Background: an optimization exercise with open tools, aiming at small area. Do not read the settings as production practice. RTL that was checked went through simulation tests only; none was proved equivalent to the original. No driver is modelled on the clock port, so clocking that relies on it looks cheaper here than on a real chip. Power and IR drop assume default switching activity.

==> module module_top, before the edit <==
module module_top (
    input  logic        clk,
    input  logic [3:0]  fil,
    input  logic        rst_in,
    input  logic        rst,
    output logic        rst_1,
    output logic [3:0]  col,
    output logic [6:0]  seg,
    output logic        seg_dot,
    output logic [3:0]  cats
);
    assign rst_1   = 1'b1;
    assign seg_dot = 1'b0;
    logic [14:0] sc;
    logic [1:0]  idx;        
    wire term = ~sc[14] & sc[13] & ~sc[12] & sc[11] & sc[9] & sc[7] & sc[6] & sc[5]
              & ~sc[4] & sc[3] & sc[1] & ~sc[0];
    always_ff @(posedge clk) begin
        if (rst || term) sc <= 15'd28769;
        else             sc <= {~sc[13:0], sc[14] ^ sc[0]};
        if (rst)       idx <= 2'd0;
        else if (term) idx <= idx + 2'd1;
    end
    assign col = 4'b0001 << idx;
    logic any_row, rst_in_reg;     
    always_ff @(posedge clk) begin
        if (rst) begin
            any_row    <= 1'b0;
            rst_in_reg <= 1'b0;
        end else begin
            any_row    <= |fil;
            rst_in_reg <= rst_in;
        end
    end
    logic press, reset, pulse, pulse_rst;
    module_DeBounce DB     (.clk(clk), .rst(rst), .button_in(any_row),    .DB_out(press), .pulse(pulse));
    module_DeBounce DB_rst (.clk(clk), .rst(rst), .button_in(rst_in_reg), .DB_out(reset), .pulse(pulse_rst));
    logic [3:0] key;
    always_comb begin
        key = 4'h0;
        case (fil)
            4'b0001: case (idx) 2'd0: key = 4'h1; 2'd1: key = 4'h2; 2'd2: key = 4'h3; 2'd3: key = 4'hA; endcase
            4'b0010: case (idx) 2'd0: key = 4'h4; 2'd1: key = 4'h5; 2'd2: key = 4'h6; 2'd3: key = 4'hB; endcase
            4'b0100: case (idx) 2'd0: key = 4'h7; 2'd1: key = 4'h8; 2'd2: key = 4'h9; 2'd3: key = 4'hC; endcase
            4'b1000: case (idx) 2'd0: key = 4'hE; 2'd1: key = 4'h0; 2'd2: key = 4'hF; 2'd3: key = 4'hD; endcase
            default: key = 4'h0;
        endcase
    end
    logic [3:0] numero;
    always_ff @(posedge clk)
        numero <= pulse ? (numero & {4{~reset}}) : key;
    localparam logic [2:0] INICIO = 3'b000, PRIMERO = 3'b001, SEG1 = 3'b011, SEGUNDO = 3'b010,
                           DIVIDIR = 3'b110, RESET = 3'b100;
    logic [2:0] state;
    always_ff @(posedge clk) begin
        if (rst || reset) state <= INICIO;
        else case (state)
            INICIO:  if (press) state <= PRIMERO;
            PRIMERO: if (press) state <= SEG1;
            SEG1:    state <= SEGUNDO;    
            SEGUNDO: if (press) state <= DIVIDIR;
            DIVIDIR: if (press) state <= RESET;
            default: state <= INICIO;
        endcase
    end
    wire sel_disp = (state == DIVIDIR);
    wire clr_ab   = rst | reset | (state == RESET);
    logic [3:0] A, B;
    always_ff @(posedge clk) begin
        if (clr_ab) begin
            A <= '0;
            B <= '0;
        end else begin
            if (press && state == INICIO)  A <= numero;
            if (press && state == PRIMERO) B <= numero;
        end
    end
    logic [2:0] dst;
    logic [3:0] Rr, Qn;
    wire  [3:0] Q = ~Qn;
    wire        busy = dst[1];
    wire        a = dst[2] ? (dst[0] ? A[0] : A[1]) : (dst[0] ? A[3] : A[2]);
    wire  [3:0] x = {Rr[2:0], a};
    wire  [4:0] bw;
    wire  [3:0] d;
    assign bw[0] = 1'b0;
    for (genvar i = 0; i < 4; i++) begin : fsub
        assign d[i]    = x[i] ^ B[i] ^ bw[i];
        assign bw[i+1] = (~x[i] & B[i]) | (~x[i] & bw[i]) | (B[i] & bw[i]);
    end
    wire signo = Rr[3] ^ bw[4];      
    always_ff @(posedge clk) begin
        if (rst) begin
            dst <= 3'b000;
            Rr  <= '0;
            Qn  <= '1;
        end else begin
            if (dst == 3'b001) Rr <= '0;
            if (busy) begin
                Qn <= {Qn[2:0], signo};
                Rr <= signo ? x : d;
            end
            case (dst)
                3'b000:  if (state == SEG1 && B != 4'd0) dst <= 3'b001;
                3'b001:  dst <= 3'b011;
                3'b011:  dst <= 3'b010;
                3'b010:  dst <= 3'b110;
                3'b110:  dst <= 3'b111;
                default: dst <= 3'b000;
            endcase
        end
    end
    wire [3:0] v   = idx[1] ? Q : Rr;
    wire       ten = v[3] & (v[2] | v[1]);
    wire [3:0] one = ten ? {1'b0, v[2] & v[1], v[2] & ~v[1], v[0]} : v;
    wire [3:0] num = sel_disp ? (idx[0] ? {3'b000, ten} : one)
                              : (idx == 2'd1 ? B : idx == 2'd2 ? A : 4'h8);
    always_comb begin
        case (num)
            4'h0: seg = 7'b0111111;
            4'h1: seg = 7'b0000110;
            4'h2: seg = 7'b1011011;
            4'h3: seg = 7'b1001111;
            4'h4: seg = 7'b1100110;
            4'h5: seg = 7'b1101101;
            4'h6: seg = 7'b1111101;
            4'h7: seg = 7'b0000111;
            4'h8: seg = 7'b1111111;
            4'h9: seg = 7'b1101111;
            4'hA: seg = 7'b1110111;
            4'hB: seg = 7'b1111100;
            4'hC: seg = 7'b0111001;
            4'hD: seg = 7'b1011110;
            4'hE: seg = 7'b1111001;
            default: seg = 7'b1110001;
        endcase
    end
    assign cats = ~(sel_disp ? col : {1'b0, idx == 2'd2, idx == 2'd1, 1'b0});
endmodule
==> flow/config.mk <==
export PLATFORM = sky130hd
export DESIGN_NAME = module_top
export DESIGN_NICKNAME = module_top
export VERILOG_FILES = /design/flow/design.v
export SDC_FILE = /design/flow/constraint.sdc
export NUM_CORES = 4
export LEC_CHECK = 0
export CAP_MARGIN = 20
export CORE_MARGIN = 2
export CORE_UTILIZATION = 55
export GPL_TIMING_DRIVEN = 0
export SLEW_MARGIN = 20
==> flow/constraint.sdc <==
create_clock -name core_clock -period 10.0 [get_ports {clk}]
set_input_delay 2.0000 -clock core_clock [delete_from_list [all_inputs] [get_ports {clk}]]
set_output_delay 2.0000 -clock core_clock [all_outputs]
set_load 0.01 [all_outputs]
standard.sh (not shown) runs the stock make flow with config.mk's settings and CLKGATE_MAP_FILE= SYNTH_SCRIPT=/design/flow/synth_recipe.tcl, a recipe that flattens the netlist after the stock synthesis.
==> flow/flow/run.sh <==
#!/bin/bash
# Own layout flow: the standard flow (standard.sh) with
#  - synthesis through flow/own_synth.tcl: the standard synthesis script with
#    area-oriented ABC mapping and only full-adder cell extraction (no
#    half-adder cells); registers are mapped exactly as in the standard
#    synthesis,
#  - port buffers of the smallest buffer cell,
#  - a small clock tree of inverters built by flow/post_cts.tcl after CTS
#    (flow/pre_cts.tcl tells CTS to leave the clock net alone): the
#    registers in CLK_GROUPS groups of near-equal size by position, one
#    CLK_LEAF_INV per group, one CLK_ROOT_INV from the clock port to the
#    group inverters.
# Each tool's output is in orfs/logs/; make's output is in own_flow.log.
set -euo pipefail
W=$(pwd)
sed -e "s|SYNTH_SCRIPT=[^ ]*|SYNTH_SCRIPT=$W/flow/own_synth.tcl|" standard.sh > own_standard.sh
export BUFFER_PORTS_ARGS="-buffer_cell sky130_fd_sc_hd__buf_1"
export PRE_CTS_TCL=$W/flow/pre_cts.tcl
export POST_CTS_TCL=$W/flow/post_cts.tcl
export CLK_GROUPS=6
export CLK_ROOT_INV=sky130_fd_sc_hd__inv_4
export CLK_LEAF_INV=sky130_fd_sc_hd__inv_6
bash own_standard.sh finish > own_flow.log 2>&1
Other scripts of this flow, unchanged in this note and not shown: flow/flow/area.abc, flow/flow/own_synth.tcl, flow/flow/post_cts.tcl, flow/flow/pre_cts.tcl
Next try:
--- a/flow/design.v
+++ b/flow/design.v
@@ -45,42 +45,39 @@
             4'b1000: case (idx) 2'd0: key = 4'hE; 2'd1: key = 4'h0; 2'd2: key = 4'hF; 2'd3: key = 4'hD; endcase
             default: key = 4'h0;
         endcase
     end
-    logic [3:0] numero;
-    always_ff @(posedge clk)
-        numero <= pulse ? (numero & {4{~reset}}) : key;
     localparam logic [2:0] INICIO = 3'b000, PRIMERO = 3'b001, SEG1 = 3'b011, SEGUNDO = 3'b010,
                            DIVIDIR = 3'b110, RESET = 3'b100;
-    logic [2:0] state;
-    always_ff @(posedge clk) begin
-        if (rst || reset) state <= INICIO;
+    logic [2:0] state, state_n;
+    always_comb begin
+        if (rst || reset) state_n = INICIO;
         else case (state)
-            INICIO:  if (press) state <= PRIMERO;
-            PRIMERO: if (press) state <= SEG1;
-            SEG1:    state <= SEGUNDO;    
-            SEGUNDO: if (press) state <= DIVIDIR;
-            DIVIDIR: if (press) state <= RESET;
-            default: state <= INICIO;
+            INICIO:  state_n = press ? PRIMERO : INICIO;
+            PRIMERO: state_n = press ? SEG1 : PRIMERO;
+            SEG1:    state_n = SEGUNDO;    
+            SEGUNDO: state_n = press ? DIVIDIR : SEGUNDO;
+            DIVIDIR: state_n = press ? RESET : DIVIDIR;
+            default: state_n = INICIO;
         endcase
     end
+    always_ff @(posedge clk) state <= state_n;
     wire sel_disp = (state == DIVIDIR);
-    wire clr_ab   = rst | reset | (state == RESET);
     logic [3:0] A, B;
+    wire  [3:0] numero_next_A = pulse ? (A & {4{~reset}}) : key;
+    wire  [3:0] numero_next_B = pulse ? (B & {4{~reset}}) : key;
     always_ff @(posedge clk) begin
-        if (clr_ab) begin
-            A <= '0;
-            B <= '0;
-        end else begin
-            if (press && state == INICIO)  A <= numero;
-            if (press && state == PRIMERO) B <= numero;
-        end
+        if (state_n == INICIO)  A <= numero_next_A;
+        if (state_n == INICIO)  B <= 4'h0;
+        else if (state_n == PRIMERO) B <= numero_next_B;
     end
+    wire        a_zero = (state == INICIO);                       
+    wire        b_zero = (state == INICIO) | (state == PRIMERO);   
     logic [2:0] dst;
     logic [3:0] Rr, Qn;
     wire  [3:0] Q = ~Qn;
     wire        busy = dst[1];
-    wire        a = dst[2] ? (dst[0] ? A[0] : A[1]) : (dst[0] ? A[3] : A[2]);
+    wire        a = ~a_zero & (dst[2] ? (dst[0] ? A[0] : A[1]) : (dst[0] ? A[3] : A[2]));
     wire  [3:0] x = {Rr[2:0], a};
     wire  [4:0] bw;
     wire  [3:0] d;
     assign bw[0] = 1'b0;
@@ -113,9 +110,9 @@
     wire [3:0] v   = idx[1] ? Q : Rr;
     wire       ten = v[3] & (v[2] | v[1]);
     wire [3:0] one = ten ? {1'b0, v[2] & v[1], v[2] & ~v[1], v[0]} : v;
     wire [3:0] num = sel_disp ? (idx[0] ? {3'b000, ten} : one)
-                              : (idx == 2'd1 ? B : idx == 2'd2 ? A : 4'h8);
+                              : (idx == 2'd1 ? (B & {4{~b_zero}}) : idx == 2'd2 ? (A & {4{~a_zero}}) : 4'h8);
     always_comb begin
         case (num)
             4'h0: seg = 7'b0111111;
             4'h1: seg = 7'b0000110;
Effect: Total power fell by a few percent. Clock power rose by a few percent. Area after synthesis fell slightly. Critical path depth fell by 1. Wire length rose by a few percent. Clock skew rose by 15 ps. Cell count fell slightly. Final area fell slightly. Fmax fell by a few percent. Core utilization is about the same. Via count rose slightly. Die area fell slightly. Worst setup slack loses 290 ps.
For the first run of this note, only the layout was checked, not whether the RTL still works.

-- port drivers added, routing unchanged --
No port has a modelled driver above. Below, the same layouts with a new extraction and two added sets of constraints. Step 1 (the two cells are an assumption about what drives the block):
set clk [get_ports {clk}]
set_driving_cell -lib_cell sky130_fd_sc_hd__clkbuf_16 $clk
set_driving_cell -lib_cell sky130_fd_sc_hd__buf_2 [delete_from_list [all_inputs] $clk]
Step 2, shift: input delay + t, output delay - t, t = (earliest + latest rising clock arrival at the registers) / 2. This alone moves slack from input paths to output paths. a / b / c = ideal / step 1 / step 2; a / b = the first two.
run | shift t [ns] | slack for setup (ns) | worst slew at a driven data input, ns
the first run | 0.254 | 4.966 / 4.932 / 5.185 | 0.03
the second run | 0.267 | 4.674 / 4.642 / 4.908 | 0.03
After both steps setup and hold are still met in every run listed.
